Background: an optimization exercise with open tools, aiming at small area. Do not read the settings as production practice. Only the layout flow was run in this run; the RTL was not checked for function there. Power and IR drop assume default switching activity.

### config.mk
export PLATFORM = sky130hd
export DESIGN_NAME = DSP
export DESIGN_NICKNAME = DSP
export VERILOG_FILES = /design/flow/design.v
export SDC_FILE = /design/flow/constraint.sdc
export NUM_CORES = 4
export LEC_CHECK = 0
export ABC_AREA = 1
export CAP_MARGIN = 20
export CORE_MARGIN = 2
export CORE_UTILIZATION = 40
export GPL_TIMING_DRIVEN = 0
export PLACE_DENSITY = 0.6
export SLEW_MARGIN = 20
export SYNTH_HIERARCHICAL = 1
export SYNTH_MINIMUM_KEEP_SIZE = 0
### constraint.sdc
create_clock -name core_clock -period 7.0 [get_ports {clk}]
set_input_delay 1.4000 -clock core_clock [delete_from_list [all_inputs] [get_ports {clk}]]
set_output_delay 1.4000 -clock core_clock [all_outputs]
set_load 0.01 [all_outputs]
### design.v
module DSP(A, B, C, D, clk, rst_n, P);
input  [17:0] A, B, D;
input  [47:0] C;
input clk, rst_n;
output reg [47:0] P;
reg [18:0] Sr, S1, S2;
reg [17:0] A0, A1;
reg [2:0] v;     
reg [47:0] Q;
reg [20:0] T2;
  wire [18:0] Ssum = {u48, u46, u44, u42, u40, u38, u37, s23, s21, s19, s17, s15, s13, s11, s9, s7, s5, s3, s1};
  wire [20:0] T3 = {u94, u92, u90, u88, u87, s77, s75, s73, s71, s69, s67, s65, s63, s61, s59, s57, s55, s53, s51, s49, S1[0]};
always @(posedge clk) begin
  Sr <= Ssum;
  S1 <= Sr;
  S2 <= S1;
  T2 <= T3;
  A0 <= A;
  A1 <= A0;
end
always @(posedge clk or negedge rst_n)
  if (!rst_n) v <= 3'b000;
  else        v <= {v[1:0], 1'b1};
  wire [20:0] s1x = {2'b00, S2};
  wire [20:0] s2x = {1'b0, S2, 1'b0};
  wire e1_0 = v[2] & ~A1[1] & A1[0];
  wire e2_0 = v[2] & A1[1] & ~A1[0];
  wire e3_0 = v[2] & A1[1] & A1[0];
  wire [20:0] pp0 = (({21{e1_0}} & s1x) | ({21{e2_0}} & s2x) | ({21{e3_0}} & T2));
  wire e1_1 = v[2] & ~A1[3] & A1[2];
  wire e2_1 = v[2] & A1[3] & ~A1[2];
  wire e3_1 = v[2] & A1[3] & A1[2];
  wire [20:0] pp1 = (({21{e1_1}} & s1x) | ({21{e2_1}} & s2x) | ({21{e3_1}} & T2));
  wire e1_2 = v[2] & ~A1[5] & A1[4];
  wire e2_2 = v[2] & A1[5] & ~A1[4];
  wire e3_2 = v[2] & A1[5] & A1[4];
  wire [20:0] pp2 = (({21{e1_2}} & s1x) | ({21{e2_2}} & s2x) | ({21{e3_2}} & T2));
  wire e1_3 = v[2] & ~A1[7] & A1[6];
  wire e2_3 = v[2] & A1[7] & ~A1[6];
  wire e3_3 = v[2] & A1[7] & A1[6];
  wire [20:0] pp3 = (({21{e1_3}} & s1x) | ({21{e2_3}} & s2x) | ({21{e3_3}} & T2));
  wire e1_4 = v[2] & ~A1[9] & A1[8];
  wire e2_4 = v[2] & A1[9] & ~A1[8];
  wire e3_4 = v[2] & A1[9] & A1[8];
  wire [20:0] pp4 = (({21{e1_4}} & s1x) | ({21{e2_4}} & s2x) | ({21{e3_4}} & T2));
  wire e1_5 = v[2] & ~A1[11] & A1[10];
  wire e2_5 = v[2] & A1[11] & ~A1[10];
  wire e3_5 = v[2] & A1[11] & A1[10];
  wire [20:0] pp5 = (({21{e1_5}} & s1x) | ({21{e2_5}} & s2x) | ({21{e3_5}} & T2));
  wire e1_6 = v[2] & ~A1[13] & A1[12];
  wire e2_6 = v[2] & A1[13] & ~A1[12];
  wire e3_6 = v[2] & A1[13] & A1[12];
  wire [20:0] pp6 = (({21{e1_6}} & s1x) | ({21{e2_6}} & s2x) | ({21{e3_6}} & T2));
  wire e1_7 = v[2] & ~A1[15] & A1[14];
  wire e2_7 = v[2] & A1[15] & ~A1[14];
  wire e3_7 = v[2] & A1[15] & A1[14];
  wire [20:0] pp7 = (({21{e1_7}} & s1x) | ({21{e2_7}} & s2x) | ({21{e3_7}} & T2));
  wire e1_8 = v[2] & ~A1[17] & A1[16];
  wire e2_8 = v[2] & A1[17] & ~A1[16];
  wire e3_8 = v[2] & A1[17] & A1[16];
  wire [20:0] pp8 = (({21{e1_8}} & s1x) | ({21{e2_8}} & s2x) | ({21{e3_8}} & T2));
  wire s1, c2;
  ha u_s1 (B[0], D[0], s1, c2);
  wire s3, c4;
  fa u_s3 (B[1], D[1], c2, s3, c4);
  wire s5, c6;
  fa u_s5 (B[2], D[2], c4, s5, c6);
  wire s7, c8;
  fa u_s7 (B[3], D[3], c6, s7, c8);
  wire s9, c10;
  fa u_s9 (B[4], D[4], c8, s9, c10);
  wire s11, c12;
  fa u_s11 (B[5], D[5], c10, s11, c12);
  wire s13, c14;
  fa u_s13 (B[6], D[6], c12, s13, c14);
  wire s15, c16;
  fa u_s15 (B[7], D[7], c14, s15, c16);
  wire s17, c18;
  fa u_s17 (B[8], D[8], c16, s17, c18);
  wire s19, c20;
  fa u_s19 (B[9], D[9], c18, s19, c20);
  wire s21, c22;
  fa u_s21 (B[10], D[10], c20, s21, c22);
  wire s23, c24;
  fa u_s23 (B[11], D[11], c22, s23, c24);
  wire s25, c26;
  ha u_s25 (B[12], D[12], s25, c26);
  wire s27, c28;
  fa u_s27 (B[13], D[13], c26, s27, c28);
  wire s29, c30;
  fa u_s29 (B[14], D[14], c28, s29, c30);
  wire s31, c32;
  fa u_s31 (B[15], D[15], c30, s31, c32);
  wire s33, c34;
  fa u_s33 (B[16], D[16], c32, s33, c34);
  wire s35, c36;
  fa u_s35 (B[17], D[17], c34, s35, c36);
  wire u37 = s25 ^ c24;
  wire u38 = s27 ^ (c24 & s25);
  wire t39 = s25 & s27;
  wire u40 = s29 ^ (c24 & t39);
  wire t41 = t39 & s29;
  wire u42 = s31 ^ (c24 & t41);
  wire t43 = t41 & s31;
  wire u44 = s33 ^ (c24 & t43);
  wire t45 = t43 & s33;
  wire u46 = s35 ^ (c24 & t45);
  wire t47 = t45 & s35;
  wire u48 = c36 | (c24 & t47);
  wire s49, c50;
  ha u_s49 (S1[0], S1[1], s49, c50);
  wire s51, c52;
  fa u_s51 (S1[1], S1[2], c50, s51, c52);
  wire s53, c54;
  fa u_s53 (S1[2], S1[3], c52, s53, c54);
  wire s55, c56;
  fa u_s55 (S1[3], S1[4], c54, s55, c56);
  wire s57, c58;
  fa u_s57 (S1[4], S1[5], c56, s57, c58);
  wire s59, c60;
  fa u_s59 (S1[5], S1[6], c58, s59, c60);
  wire s61, c62;
  fa u_s61 (S1[6], S1[7], c60, s61, c62);
  wire s63, c64;
  fa u_s63 (S1[7], S1[8], c62, s63, c64);
  wire s65, c66;
  fa u_s65 (S1[8], S1[9], c64, s65, c66);
  wire s67, c68;
  fa u_s67 (S1[9], S1[10], c66, s67, c68);
  wire s69, c70;
  fa u_s69 (S1[10], S1[11], c68, s69, c70);
  wire s71, c72;
  fa u_s71 (S1[11], S1[12], c70, s71, c72);
  wire s73, c74;
  fa u_s73 (S1[12], S1[13], c72, s73, c74);
  wire s75, c76;
  fa u_s75 (S1[13], S1[14], c74, s75, c76);
  wire s77, c78;
  fa u_s77 (S1[14], S1[15], c76, s77, c78);
  wire s79, c80;
  ha u_s79 (S1[15], S1[16], s79, c80);
  wire s81, c82;
  fa u_s81 (S1[16], S1[17], c80, s81, c82);
  wire s83, c84;
  fa u_s83 (S1[17], S1[18], c82, s83, c84);
  wire s85, c86;
  ha u_s85 (S1[18], c84, s85, c86);
  wire u87 = s79 ^ c78;
  wire u88 = s81 ^ (c78 & s79);
  wire t89 = s79 & s81;
  wire u90 = s83 ^ (c78 & t89);
  wire t91 = t89 & s83;
  wire u92 = s85 ^ (c78 & t91);
  wire t93 = t91 & s85;
  wire u94 = c86 | (c78 & t93);
  wire s95, c96;
  fa u_s95 (pp0[2], pp1[0], C[2], s95, c96);
  wire s97, c98;
  fa u_s97 (pp0[3], pp1[1], C[3], s97, c98);
  wire s99, c100;
  fa u_s99 (pp0[4], pp1[2], pp2[0], s99, c100);
  wire s101, c102;
  fa u_s101 (pp0[5], pp1[3], pp2[1], s101, c102);
  wire s103, c104;
  fa u_s103 (pp0[6], pp1[4], pp2[2], s103, c104);
  wire s105, c106;
  fa u_s105 (pp0[7], pp1[5], pp2[3], s105, c106);
  wire s107, c108;
  fa u_s107 (pp0[8], pp1[6], pp2[4], s107, c108);
  wire s109, c110;
  fa u_s109 (pp3[2], pp4[0], C[8], s109, c110);
  wire s111, c112;
  fa u_s111 (pp0[9], pp1[7], pp2[5], s111, c112);
  wire s113, c114;
  fa u_s113 (pp3[3], pp4[1], C[9], s113, c114);
  wire s115, c116;
  fa u_s115 (pp0[10], pp1[8], pp2[6], s115, c116);
  wire s117, c118;
  fa u_s117 (pp3[4], pp4[2], pp5[0], s117, c118);
  wire s119, c120;
  fa u_s119 (pp0[11], pp1[9], pp2[7], s119, c120);
  wire s121, c122;
  fa u_s121 (pp3[5], pp4[3], pp5[1], s121, c122);
  wire s123, c124;
  fa u_s123 (pp0[12], pp1[10], pp2[8], s123, c124);
  wire s125, c126;
  fa u_s125 (pp3[6], pp4[4], pp5[2], s125, c126);
  wire s127, c128;
  fa u_s127 (pp0[13], pp1[11], pp2[9], s127, c128);
  wire s129, c130;
  fa u_s129 (pp3[7], pp4[5], pp5[3], s129, c130);
  wire s131, c132;
  fa u_s131 (pp0[14], pp1[12], pp2[10], s131, c132);
  wire s133, c134;
  fa u_s133 (pp3[8], pp4[6], pp5[4], s133, c134);
  wire s135, c136;
  fa u_s135 (pp6[2], pp7[0], C[14], s135, c136);
  wire s137, c138;
  fa u_s137 (pp0[15], pp1[13], pp2[11], s137, c138);
  wire s139, c140;
  fa u_s139 (pp3[9], pp4[7], pp5[5], s139, c140);
  wire s141, c142;
  fa u_s141 (pp6[3], pp7[1], C[15], s141, c142);
  wire s143, c144;
  fa u_s143 (pp0[16], pp1[14], pp2[12], s143, c144);
  wire s145, c146;
  fa u_s145 (pp3[10], pp4[8], pp5[6], s145, c146);
  wire s147, c148;
  fa u_s147 (pp6[4], pp7[2], pp8[0], s147, c148);
  wire s149, c150;
  fa u_s149 (pp0[17], pp1[15], pp2[13], s149, c150);
  wire s151, c152;
  fa u_s151 (pp3[11], pp4[9], pp5[7], s151, c152);
  wire s153, c154;
  fa u_s153 (pp6[5], pp7[3], pp8[1], s153, c154);
  wire s155, c156;
  fa u_s155 (pp0[18], pp1[16], pp2[14], s155, c156);
  wire s157, c158;
  fa u_s157 (pp3[12], pp4[10], pp5[8], s157, c158);
  wire s159, c160;
  fa u_s159 (pp6[6], pp7[4], pp8[2], s159, c160);
  wire s161, c162;
  fa u_s161 (pp0[19], pp1[17], pp2[15], s161, c162);
  wire s163, c164;
  fa u_s163 (pp3[13], pp4[11], pp5[9], s163, c164);
  wire s165, c166;
  fa u_s165 (pp6[7], pp7[5], pp8[3], s165, c166);
  wire s167, c168;
  fa u_s167 (pp0[20], pp1[18], pp2[16], s167, c168);
  wire s169, c170;
  fa u_s169 (pp3[14], pp4[12], pp5[10], s169, c170);
  wire s171, c172;
  fa u_s171 (pp6[8], pp7[6], pp8[4], s171, c172);
  wire s173, c174;
  fa u_s173 (pp1[19], pp2[17], pp3[15], s173, c174);
  wire s175, c176;
  fa u_s175 (pp4[13], pp5[11], pp6[9], s175, c176);
  wire s177, c178;
  fa u_s177 (pp7[7], pp8[5], C[21], s177, c178);
  wire s179, c180;
  fa u_s179 (pp1[20], pp2[18], pp3[16], s179, c180);
  wire s181, c182;
  fa u_s181 (pp4[14], pp5[12], pp6[10], s181, c182);
  wire s183, c184;
  fa u_s183 (pp7[8], pp8[6], C[22], s183, c184);
  wire s185, c186;
  fa u_s185 (pp2[19], pp3[17], pp4[15], s185, c186);
  wire s187, c188;
  fa u_s187 (pp5[13], pp6[11], pp7[9], s187, c188);
  wire s189, c190;
  fa u_s189 (pp2[20], pp3[18], pp4[16], s189, c190);
  wire s191, c192;
  fa u_s191 (pp5[14], pp6[12], pp7[10], s191, c192);
  wire s193, c194;
  fa u_s193 (pp3[19], pp4[17], pp5[15], s193, c194);
  wire s195, c196;
  fa u_s195 (pp6[13], pp7[11], pp8[9], s195, c196);
  wire s197, c198;
  fa u_s197 (pp3[20], pp4[18], pp5[16], s197, c198);
  wire s199, c200;
  fa u_s199 (pp6[14], pp7[12], pp8[10], s199, c200);
  wire s201, c202;
  fa u_s201 (pp4[19], pp5[17], pp6[15], s201, c202);
  wire s203, c204;
  fa u_s203 (pp7[13], pp8[11], C[27], s203, c204);
  wire s205, c206;
  fa u_s205 (pp4[20], pp5[18], pp6[16], s205, c206);
  wire s207, c208;
  fa u_s207 (pp7[14], pp8[12], C[28], s207, c208);
  wire s209, c210;
  fa u_s209 (pp5[19], pp6[17], pp7[15], s209, c210);
  wire s211, c212;
  fa u_s211 (pp5[20], pp6[18], pp7[16], s211, c212);
  wire s213, c214;
  fa u_s213 (pp6[19], pp7[17], pp8[15], s213, c214);
  wire s215, c216;
  fa u_s215 (pp6[20], pp7[18], pp8[16], s215, c216);
  wire s217, c218;
  fa u_s217 (pp7[19], pp8[17], C[33], s217, c218);
  wire s219, c220;
  fa u_s219 (pp7[20], pp8[18], C[34], s219, c220);
  wire s221, c222;
  fa u_s221 (s99, C[4], c98, s221, c222);
  wire s223, c224;
  fa u_s223 (c100, s101, C[5], s223, c224);
  wire s225, c226;
  fa u_s225 (pp3[0], c102, s103, s225, c226);
  wire s227, c228;
  fa u_s227 (pp3[1], c104, s105, s227, c228);
  wire s229, c230;
  fa u_s229 (c106, s107, s109, s229, c230);
  wire s231, c232;
  fa u_s231 (c108, s111, c110, s231, c232);
  wire s233, c234;
  fa u_s233 (c112, s115, s117, s233, c234);
  wire s235, c236;
  fa u_s235 (c116, c118, s119, s235, c236);
  wire s237, c238;
  fa u_s237 (pp6[0], c120, c122, s237, c238);
  wire s239, c240;
  fa u_s239 (s123, s125, C[12], s239, c240);
  wire s241, c242;
  fa u_s241 (pp6[1], c124, c126, s241, c242);
  wire s243, c244;
  fa u_s243 (s127, s129, C[13], s243, c244);
  wire s245, c246;
  fa u_s245 (c128, c130, s131, s245, c246);
  wire s247, c248;
  fa u_s247 (c132, c134, s137, s247, c248);
  wire s249, c250;
  fa u_s249 (s139, c136, s141, s249, c250);
  wire s251, c252;
  fa u_s251 (c138, c140, s143, s251, c252);
  wire s253, c254;
  fa u_s253 (s145, s147, C[16], s253, c254);
  wire s255, c256;
  fa u_s255 (c144, c146, c148, s255, c256);
  wire s257, c258;
  fa u_s257 (s149, s151, s153, s257, c258);
  wire s259, c260;
  fa u_s259 (c150, c152, c154, s259, c260);
  wire s261, c262;
  fa u_s261 (s155, s157, s159, s261, c262);
  wire s263, c264;
  fa u_s263 (c156, c158, c160, s263, c264);
  wire s265, c266;
  fa u_s265 (s161, s163, s165, s265, c266);
  wire s267, c268;
  fa u_s267 (c162, c164, c166, s267, c268);
  wire s269, c270;
  fa u_s269 (s167, s169, s171, s269, c270);
  wire s271, c272;
  fa u_s271 (c168, c170, c172, s271, c272);
  wire s273, c274;
  fa u_s273 (s173, s175, s177, s273, c274);
  wire s275, c276;
  fa u_s275 (c174, c176, s179, s275, c276);
  wire s277, c278;
  fa u_s277 (s181, c178, s183, s277, c278);
  wire s279, c280;
  fa u_s279 (pp8[7], c180, c182, s279, c280);
  wire s281, c282;
  fa u_s281 (s185, s187, C[23], s281, c282);
  wire s283, c284;
  fa u_s283 (pp8[8], c186, c188, s283, c284);
  wire s285, c286;
  fa u_s285 (s189, s191, C[24], s285, c286);
  wire s287, c288;
  fa u_s287 (c190, c192, s193, s287, c288);
  wire s289, c290;
  fa u_s289 (c194, c196, s197, s289, c290);
  wire s291, c292;
  fa u_s291 (c198, c200, s201, s291, c292);
  wire s293, c294;
  fa u_s293 (c202, s205, c204, s293, c294);
  wire s295, c296;
  fa u_s295 (pp8[13], c206, s209, s295, c296);
  wire s297, c298;
  fa u_s297 (pp8[14], c210, s211, s297, c298);
  wire s299, c300;
  fa u_s299 (c212, s213, C[31], s299, c300);
  wire s301, c302;
  fa u_s301 (c214, s215, C[32], s301, c302);
  wire s303, c304;
  fa u_s303 (pp8[19], C[35], c220, s303, c304);
  wire s305, c306;
  fa u_s305 (s225, C[6], c224, s305, c306);
  wire s307, c308;
  fa u_s307 (c226, s227, C[7], s307, c308);
  wire s309, c310;
  fa u_s309 (s113, s231, c230, s309, c310);
  wire s311, c312;
  fa u_s311 (s233, C[10], c114, s311, c312);
  wire s313, c314;
  fa u_s313 (s121, c234, s235, s313, c314);
  wire s315, c316;
  fa u_s315 (c236, s237, s239, s315, c316);
  wire s317, c318;
  fa u_s317 (c238, s241, c240, s317, c318);
  wire s319, c320;
  fa u_s319 (s133, c242, s245, s319, c320);
  wire s321, c322;
  fa u_s321 (c246, s247, s249, s321, c322);
  wire s323, c324;
  fa u_s323 (c248, s251, c142, s323, c324);
  wire s325, c326;
  fa u_s325 (c252, s255, s257, s325, c326);
  wire s327, c328;
  fa u_s327 (c256, c258, s259, s327, c328);
  wire s329, c330;
  fa u_s329 (c260, c262, s263, s329, c330);
  wire s331, c332;
  fa u_s331 (c264, c266, s267, s331, c332);
  wire s333, c334;
  fa u_s333 (c268, c270, s271, s333, c334);
  wire s335, c336;
  fa u_s335 (c272, s275, c274, s335, c336);
  wire s337, c338;
  fa u_s337 (c276, s279, c184, s337, c338);
  wire s339, c340;
  fa u_s339 (c280, s283, c282, s339, c340);
  wire s341, c342;
  fa u_s341 (s195, c284, s287, s341, c342);
  wire s343, c344;
  fa u_s343 (s199, c288, s289, s343, c344);
  wire s345, c346;
  fa u_s345 (c290, s291, s203, s345, c346);
  wire s347, c348;
  fa u_s347 (c292, s207, s293, s347, c348);
  wire s349, c350;
  fa u_s349 (s295, C[29], c208, s349, c350);
  wire s351, c352;
  fa u_s351 (c296, s297, C[30], s351, c352);
  wire s353, c354;
  fa u_s353 (c216, c302, s217, s353, c354);
  wire s355, c356;
  fa u_s355 (pp8[20], C[36], c304, s355, c356);
  wire s357, c358;
  fa u_s357 (c228, c308, s229, s357, c358);
  wire s359, c360;
  fa u_s359 (c232, s311, c310, s359, c360);
  wire s361, c362;
  fa u_s361 (C[11], s313, c312, s361, c362);
  wire s363, c364;
  fa u_s363 (s243, s317, c316, s363, c364);
  wire s365, c366;
  fa u_s365 (s319, c244, s135, s365, c366);
  wire s367, c368;
  fa u_s367 (s253, s323, c250, s367, c368);
  wire s369, c370;
  fa u_s369 (C[17], s325, c254, s369, c370);
  wire s371, c372;
  fa u_s371 (s261, C[18], c326, s371, c372);
  wire s373, c374;
  fa u_s373 (s265, C[19], c328, s373, c374);
  wire s375, c376;
  fa u_s375 (s269, C[20], c330, s375, c376);
  wire s377, c378;
  fa u_s377 (c332, s333, s273, s377, c378);
  wire s379, c380;
  fa u_s379 (c334, s277, s335, s379, c380);
  wire s381, c382;
  fa u_s381 (s281, s337, c278, s381, c382);
  wire s383, c384;
  fa u_s383 (s285, c338, s339, s383, c384);
  wire s385, c386;
  fa u_s385 (C[25], s341, c286, s385, c386);
  wire s387, c388;
  fa u_s387 (C[26], c342, s343, s387, c388);
  wire s389, c390;
  fa u_s389 (c294, s349, c348, s389, c390);
  wire s391, c392;
  fa u_s391 (c298, c352, s299, s391, c392);
  wire s393, c394;
  fa u_s393 (c218, s219, c354, s393, c394);
  wire s395, c396;
  fa u_s395 (c314, s315, c362, s395, c396);
  wire s397, c398;
  fa u_s397 (c318, s365, c364, s397, c398);
  wire s399, c400;
  fa u_s399 (c320, c366, s321, s399, c400);
  wire s401, c402;
  fa u_s401 (c324, s369, c368, s401, c402);
  wire s403, c404;
  fa u_s403 (s327, s371, c370, s403, c404);
  wire s405, c406;
  fa u_s405 (s329, s373, c372, s405, c406);
  wire s407, c408;
  fa u_s407 (s331, c374, s375, s407, c408);
  wire s409, c410;
  fa u_s409 (c336, s381, c380, s409, c410);
  wire s411, c412;
  fa u_s411 (c340, s385, c384, s411, c412);
  wire s413, c414;
  fa u_s413 (c344, c388, s345, s413, c414);
  wire s415, c416;
  fa u_s415 (s351, c350, c390, s415, c416);
  wire s417, c418;
  fa u_s417 (c300, s301, c392, s417, c418);
  wire s419, c420;
  fa u_s419 (c322, s367, c400, s419, c420);
  wire s421, c422;
  fa u_s421 (c376, c408, s377, s421, c422);
  wire s423, c424;
  fa u_s423 (c382, s383, c410, s423, c424);
  wire s425, c426;
  fa u_s425 (c386, s387, c412, s425, c426);
  wire s427, c428;
  fa u_s427 (c346, c414, s347, s427, c428);
  wire s429, c430;
  fa u_s429 (c378, c422, s379, s429, c430);
  wire s431, c432;
  ha u_s431 (pp0[0], C[0], s431, c432);
  wire s433, c434;
  fa u_s433 (pp0[1], C[1], c432, s433, c434);
  wire s435, c436;
  ha u_s435 (s95, c434, s435, c436);
  wire s437, c438;
  fa u_s437 (c96, s97, c436, s437, c438);
  wire s439, c440;
  ha u_s439 (s221, c438, s439, c440);
  wire s441, c442;
  fa u_s441 (s223, c222, c440, s441, c442);
  wire s443, c444;
  ha u_s443 (s305, c442, s443, c444);
  wire s445, c446;
  fa u_s445 (s307, c306, c444, s445, c446);
  wire s447, c448;
  ha u_s447 (s357, c446, s447, c448);
  wire s449, c450;
  fa u_s449 (c358, s309, c448, s449, c450);
  wire s451, c452;
  ha u_s451 (s359, c450, s451, c452);
  wire s453, c454;
  fa u_s453 (s361, c360, c452, s453, c454);
  wire s455, c456;
  ha u_s455 (s363, c396, s455, c456);
  wire s457, c458;
  ha u_s457 (c398, s399, s457, c458);
  wire s459, c460;
  ha u_s459 (s401, c420, s459, c460);
  wire s461, c462;
  ha u_s461 (s403, c402, s461, c462);
  wire s463, c464;
  ha u_s463 (s405, c404, s463, c464);
  wire s465, c466;
  ha u_s465 (c406, s407, s465, c466);
  wire s467, c468;
  ha u_s467 (c430, s409, s467, c468);
  wire s469, c470;
  ha u_s469 (s411, c424, s469, c470);
  wire s471, c472;
  ha u_s471 (s413, c426, s471, c472);
  wire s473, c474;
  ha u_s473 (c428, s389, s473, c474);
  wire s475, c476;
  ha u_s475 (s391, c416, s475, c476);
  wire s477, c478;
  ha u_s477 (s353, c418, s477, c478);
  wire s479, c480;
  ha u_s479 (s303, c394, s479, c480);
  wire g481 = 1'b0 | (s395 & c454);
  wire g482 = c456 | (s455 & g481);
  wire p483 = s455 & s395;
  wire g484 = c458 | (s457 & 1'b0);
  wire p485 = s457 & s397;
  wire g486 = c460 | (s459 & 1'b0);
  wire p487 = s459 & s419;
  wire g488 = c464 | (s463 & c462);
  wire p489 = s463 & s461;
  wire g490 = 1'b0 | (s421 & c466);
  wire p491 = s421 & s465;
  wire g492 = c468 | (s467 & 1'b0);
  wire p493 = s467 & s429;
  wire g494 = c470 | (s469 & 1'b0);
  wire p495 = s469 & s423;
  wire g496 = c472 | (s471 & 1'b0);
  wire p497 = s471 & s425;
  wire g498 = c474 | (s473 & 1'b0);
  wire p499 = s473 & s427;
  wire g500 = c476 | (s475 & 1'b0);
  wire p501 = s475 & s415;
  wire g502 = c478 | (s477 & 1'b0);
  wire p503 = s477 & s417;
  wire g504 = c480 | (s479 & 1'b0);
  wire p505 = s479 & s393;
  wire g506 = g484 | (p485 & g482);
  wire p507 = p485 & p483;
  wire g508 = g488 | (p489 & g486);
  wire p509 = p489 & p487;
  wire g510 = g492 | (p493 & g490);
  wire p511 = p493 & p491;
  wire g512 = g496 | (p497 & g494);
  wire p513 = p497 & p495;
  wire g514 = g500 | (p501 & g498);
  wire p515 = p501 & p499;
  wire g516 = g504 | (p505 & g502);
  wire p517 = p505 & p503;
  wire g518 = g508 | (p509 & g506);
  wire p519 = p509 & p507;
  wire g520 = g512 | (p513 & g510);
  wire p521 = p513 & p511;
  wire g522 = g516 | (p517 & g514);
  wire p523 = p517 & p515;
  wire g524 = g520 | (p521 & g518);
  wire p525 = p521 & p519;
  wire g526 = g522 | (p523 & g524);
  wire p527 = p523 & p525;
  wire g528 = g510 | (p511 & g518);
  wire p529 = p511 & p519;
  wire g530 = g514 | (p515 & g524);
  wire p531 = p515 & p525;
  wire g532 = g486 | (p487 & g506);
  wire p533 = p487 & p507;
  wire g534 = g490 | (p491 & g518);
  wire p535 = p491 & p519;
  wire g536 = g494 | (p495 & g528);
  wire p537 = p495 & p529;
  wire g538 = g498 | (p499 & g524);
  wire p539 = p499 & p525;
  wire g540 = g502 | (p503 & g530);
  wire p541 = p503 & p531;
  wire g542 = 1'b0 | (s397 & g482);
  wire p543 = s397 & p483;
  wire g544 = 1'b0 | (s419 & g506);
  wire p545 = s419 & p507;
  wire g546 = c462 | (s461 & g532);
  wire p547 = s461 & p533;
  wire g548 = c466 | (s465 & g518);
  wire p549 = s465 & p519;
  wire g550 = 1'b0 | (s429 & g534);
  wire p551 = s429 & p535;
  wire g552 = 1'b0 | (s423 & g528);
  wire p553 = s423 & p529;
  wire g554 = 1'b0 | (s425 & g536);
  wire p555 = s425 & p537;
  wire g556 = 1'b0 | (s427 & g524);
  wire p557 = s427 & p525;
  wire g558 = 1'b0 | (s415 & g538);
  wire p559 = s415 & p539;
  wire g560 = 1'b0 | (s417 & g530);
  wire p561 = s417 & p531;
  wire g562 = 1'b0 | (s393 & g540);
  wire p563 = s393 & p541;
  wire g564 = 1'b0 | (s355 & g526);
  wire p565 = s355 & p527;
  wire r566 = s395 ^ c454;
  wire r567 = s455 ^ g481;
  wire r568 = s397 ^ g482;
  wire r569 = s457 ^ g542;
  wire r570 = s419 ^ g506;
  wire r571 = s459 ^ g544;
  wire r572 = s461 ^ g532;
  wire r573 = s463 ^ g546;
  wire r574 = s465 ^ g518;
  wire r575 = s421 ^ g548;
  wire r576 = s429 ^ g534;
  wire r577 = s467 ^ g550;
  wire r578 = s423 ^ g528;
  wire r579 = s469 ^ g552;
  wire r580 = s425 ^ g536;
  wire r581 = s471 ^ g554;
  wire r582 = s427 ^ g524;
  wire r583 = s473 ^ g556;
  wire r584 = s415 ^ g538;
  wire r585 = s475 ^ g558;
  wire r586 = s417 ^ g530;
  wire r587 = s477 ^ g560;
  wire r588 = s393 ^ g540;
  wire r589 = s479 ^ g562;
  wire r590 = s355 ^ g526;
  wire k591 = g564 ^ c356;
  wire r592 = C[37] ^ k591;
  wire r593 = C[38] ^ (k591 & C[37]);
  wire t594 = C[37] & C[38];
  wire r595 = C[39] ^ (k591 & t594);
  wire t596 = t594 & C[39];
  wire r597 = C[40] ^ (k591 & t596);
  wire t598 = t596 & C[40];
  wire r599 = C[41] ^ (k591 & t598);
  wire t600 = t598 & C[41];
  wire r601 = C[42] ^ (k591 & t600);
  wire t602 = t600 & C[42];
  wire r603 = C[43] ^ (k591 & t602);
  wire t604 = t602 & C[43];
  wire r605 = C[44] ^ (k591 & t604);
  wire t606 = t604 & C[44];
  wire r607 = C[45] ^ (k591 & t606);
  wire t608 = t606 & C[45];
  wire r609 = C[46] ^ (k591 & t608);
  wire t610 = t608 & C[46];
  wire r611 = C[47] ^ (k591 & t610);
  wire t612 = t610 & C[47];
  wire [47:0] SUM = {r611, r609, r607, r605, r603, r601, r599, r597, r595, r593, r592, r590, r589, r588, r587, r586, r585, r584, r583, r582, r581, r580, r579, r578, r577, r576, r575, r574, r573, r572, r571, r570, r569, r568, r567, r566, s453, s451, s449, s447, s445, s443, s441, s439, s437, s435, s433, s431};
always @(posedge clk or negedge rst_n)
  if (!rst_n) begin
    Q <= 48'd0;
    P <= 48'd0;
  end else begin
    Q <= SUM;
    P <= Q;
  end
endmodule
module fa(input a, input b, input c, output s, output co);
  assign s = a ^ b ^ c;
  assign co = (a & b) | (a & c) | (b & c);
endmodule
module ha(input a, input b, output s, output co);
  assign s = a ^ b;
  assign co = a & b;
endmodule
### flow/run.sh
#!/bin/bash
# The standard layout (standard.sh, unchanged synthesis) with:
#  - each port buffered by the smallest buffer cell instead of a delay cell,
#  - clock tree built from clkbuf_8 cells in clusters of up to 18 sinks,
#    without dummy loads.
set -euo pipefail
export BUFFER_PORTS_ARGS="-buffer_cell sky130_fd_sc_hd__buf_1"
export CTS_ARGS="-sink_clustering_enable -repair_clock_nets -dont_use_dummy_load -buf_list sky130_fd_sc_hd__clkbuf_8 -sink_clustering_size 18 -sink_clustering_max_diameter 60"
bash standard.sh > standard.log 2>&1
### standard.sh
#!/bin/bash
# synth_recipe.tcl (not shown) runs the flow's synth.tcl, then flattens the netlist and writes it again
# the make line also repeats each setting of config.mk as NAME=value (left out here)
make -C /OpenROAD-flow-scripts/flow DESIGN_CONFIG=/design/flow/config.mk WORK_HOME=/design/flow/orfs CLKGATE_MAP_FILE= SYNTH_SCRIPT=/design/flow/synth_recipe.tcl "${@:-finish}"
==> reports/metrics.csv <==
stage,metric,value,unit
timing,final setup margin,0.348,ns
drt,Initial DRC Count,807,
timing,final worst path period need,6.65,ns
cts,Clock Path Buffers,3,
logic_synthesis,Cell variety after synth,35,
place,count of port buffers added during placement,151,
final_layout,"commonest non-fill, non-tap cell in the layout",fa_1,
cts,Clock Latency Late Sink,0.56,ns
drt,post-route ant nets,0,
place,gp weighted congestion,0.932,
timing,Hold Slack,0.328,ns
cts,CTS tree,built,
drt,Remaining DRCs,0,
pwr,Power Total,6.85,mW
floorplanning,I/O pin count,152,
drt,met2 wire length,16000,µm
logic_synthesis,syn_nets,1418,
setup_path,CP required,7.39,ns
global_route,first-pass GRT wire length,54600,µm
pwr,Pwr Density,458,nW/µm²
timing,Tcrit/Tclk final,95.0,%
cts,H-tree Lvls,1,
floorplanning,Chip Width,185,µm
setup_path,Critical Path AT,7.04,ns
final_layout,design area,15000,µm²
logic_synthesis,yosys warns,7,
final_layout,Nets,1603,
logic_synthesis,Avg Inst Size Synth,12.3,µm²
final_layout,most frequent cells in the layout,"201 x fa_1, 191 x nand2_1, 152 x o221ai_1, 150 x buf_1, 110 x dfxtp_1",
drt,metal3 WL,3180,µm
setup_path,CP Class,reg2reg,
place,placed insts,1663,
floorplanning,core area,32400,µm²
drt,Avg Vias per Cell,5.33,
timing,Slew headroom,62.4,%
place,detailed-placement wirelength estimate,27000,µm
logic_synthesis,Post-Synthesis Cells,1067,
drt,via count,9016,
global_route,initial antenna violation count,0,
cts,"Clk pin slew, worst setup/hold paths",0.10,ns
timing,"Hold Violations, Final",0,
final_layout,fill count,3054,
floorplanning,Rows,66,
setup_path,CP Launch Type,flip-flop,
job,max-cap violation count,0,
final_layout,area delta synth->final,14.2,%
timing,TNS Setup,0,ns
drt,WL per Instance,20.5,µm
drt,routed wire length,34700,µm
run_status,status,finished clean,
final_layout,ant diodes,0,
floorplanning,Initial Utilization,40.5,%
hold_path,class of the worst hold path,reg2reg,
cts,Sink Count,212,
setup_path,CP endpoint kind,flip-flop,
global_route,vias in the first global route,9627,
drt,M1 WL,14700,µm
logic_synthesis,"FF+latch count, synth",212,
drt,highest routed metal layer,met4,
logic_synthesis,sequential area share after synthesis,36.2,%
timing,slew of the pin with the lowest slew margin,0.564,ns
setup_path,"critical path fanouts, max",3,
timing,Peak Freq,150,MHz
drt,Pre-Repair DR Iteration Count,5,
global_route,total grt overflow,0,
final_layout,share of cells above drive strength 1,13.3,%
final_layout,final cell count without fillers,1692,
floorplanning,die footprint,34200,µm²
global_route,largest net degree at the start of global routing,33,
timing,# setup viols final,0,
logic_synthesis,Post-Syn Area,13100,µm²
cts,CTS root buf,clkbuf_8,
place,Placement Setup Slack,-0.528,ns
pwr,Worst VDD drop,275,µV
floorplanning,die span in y,185,µm
place,placed inst area,14300,µm²
final_layout,final core occ,46.2,%
global_route,GRT Util Overall,20.9,%
pwr,Leakage,6.22,nW
timing,Final Slew Violations,0,
cts,CTS Buf Count,18,
timing,Clock Skew,0.0638,ns
==> Yosys stat by module (local to each module, per instance) <==
module  flops+latches  times used
DSP               212           1
fa                  0         206
ha                  0          24
==> synth_stat cells, drive strengths merged <==
library cell / number / share of area [%]
xnor2: 7 / 0.47
xor2: 21 / 1.5
fa: 206 / 31
o21ai: 1 / 0.038
ha: 41 / 3.9
dfxtp: 113 / 17
inv: 19 / 0.54
o221ai: 162 / 11
o22ai: 9 / 0.43
a21o: 1 / 0.057
nor2: 45 / 1.6
or2: 1 / 0.048
clkbuf: 9 / 0.26
o21bai: 6 / 0.34
nand2: 204 / 6.0
nand3: 18 / 0.76
nand4: 2 / 0.095
clkinv: 39 / 1.1
conb: 1 / 0.029
a21oi: 2 / 0.076
dfrtp: 99 / 19
nor3: 3 / 0.11
nand3b: 9 / 1.3
buf: 49 / 2.8
==> final timing paths <==
kind,startpoint,end,slack [ns],cells after the start
max,S1[1],T2[17],0.35,17
min,Sr[17],S1[17],0.33,0
max reg2reg,S1[1],T2[17],0.35,17
min reg2reg,Sr[17],S1[17],0.33,0
max in group asynchronous,rst_n,P[33],5.28,4
min in group asynchronous,rst_n,P[4],0.71,1
==> critical path, stage by stage (launching register included) <==
cell and delay (ns):
dfxtp_1 0.35, ha_1 0.21, fa_1 0.39, fa_1 0.39
fa_1 0.39, fa_1 0.40, fa_1 0.40, fa_1 0.40
fa_1 0.41, fa_1 0.40, fa_1 0.39, fa_1 0.39
fa_1 0.39, fa_1 0.40, fa_1 0.39, fa_1 0.43
ha_1 0.23, xor2_1 0.14
==> report_power, final <==
| group | internal [mW] | switching (mW) |
|---|---|---|
| Clock | 0.230 | 0.366 |
| Combinational | 1.88 | 2.55 |
| Sequential | 1.68 | 0.147 |
| Total | 3.79 | 3.06 |
==> metal layers <==
layer,up-vias,track usage [%]
met5,-,0.593
met4,0,5.56
met3,52,4.72
met2,376,33.5
met1,4521,28.8
li1,4067,-
==> registers in the layout, indices dropped and copies added, names as in the netlist <==
register,count
A1,18
A0,18
S2,18
Q,48
T2,21
v,3
S1,19
Sr,19
P,48
==> logic make-up after synthesis <==
logic type	count (synthesis)	synth area share (%)
xor+xnor	28	1.93
simple gates	282	9.98
fa+ha+maj	247	35.4
flops	212	36.2
buf+inv	116	4.71
other cells	1	0.0286
compound gates	181	11.8
==> final cells by class <==
type	instances	area, µm²	share of cell area [%]
clock buffer	18	248	1.66
buffer	50	398	2.66
timing repair buffer	173	785	5.25
tap	442	553	3.70
inverter	58	236	1.58
sequential	212	4740	31.7
multi-input combinational	739	7990	53.4
==> repair_timing <==
item | 4_1_cts | 5_1_grt
buffers inserted | 7 | 10
cloned | 0 | 2
endpoints found under the setup margin | 11 | 11
resized for setup | 13 | 61
hold buffers | 0 | 0
pin swaps | 4 | 20

[what the ideal ports hide]
How much do the figures lean on ideal ports? The routed layout below was timed once more, with nothing changed but the port constraints.
Step 1: set_driving_cell puts a clkbuf_16 on clk and a buf_2 on each other input, an assumption about the parent block.
Step 2 times the ports against the registers' clock, not the clock port: input delays grow and output delays shrink by t, the midpoint of the rising clock arrivals with the driver on.
Slacks: ideal ports / drivers / drivers and shift; pairs: ideal ports / drivers.
shift t [ns]: 0.572
setup WS [ns]: 0.348 / 0.348 / -0.029
pins driven straight from the clock port: 1
With both steps, setup timing fails in this run, where it was met with ideal ports. For this run, drivers alone change the setup slack by 0.000 ns; drivers and shift together by -0.377 ns.
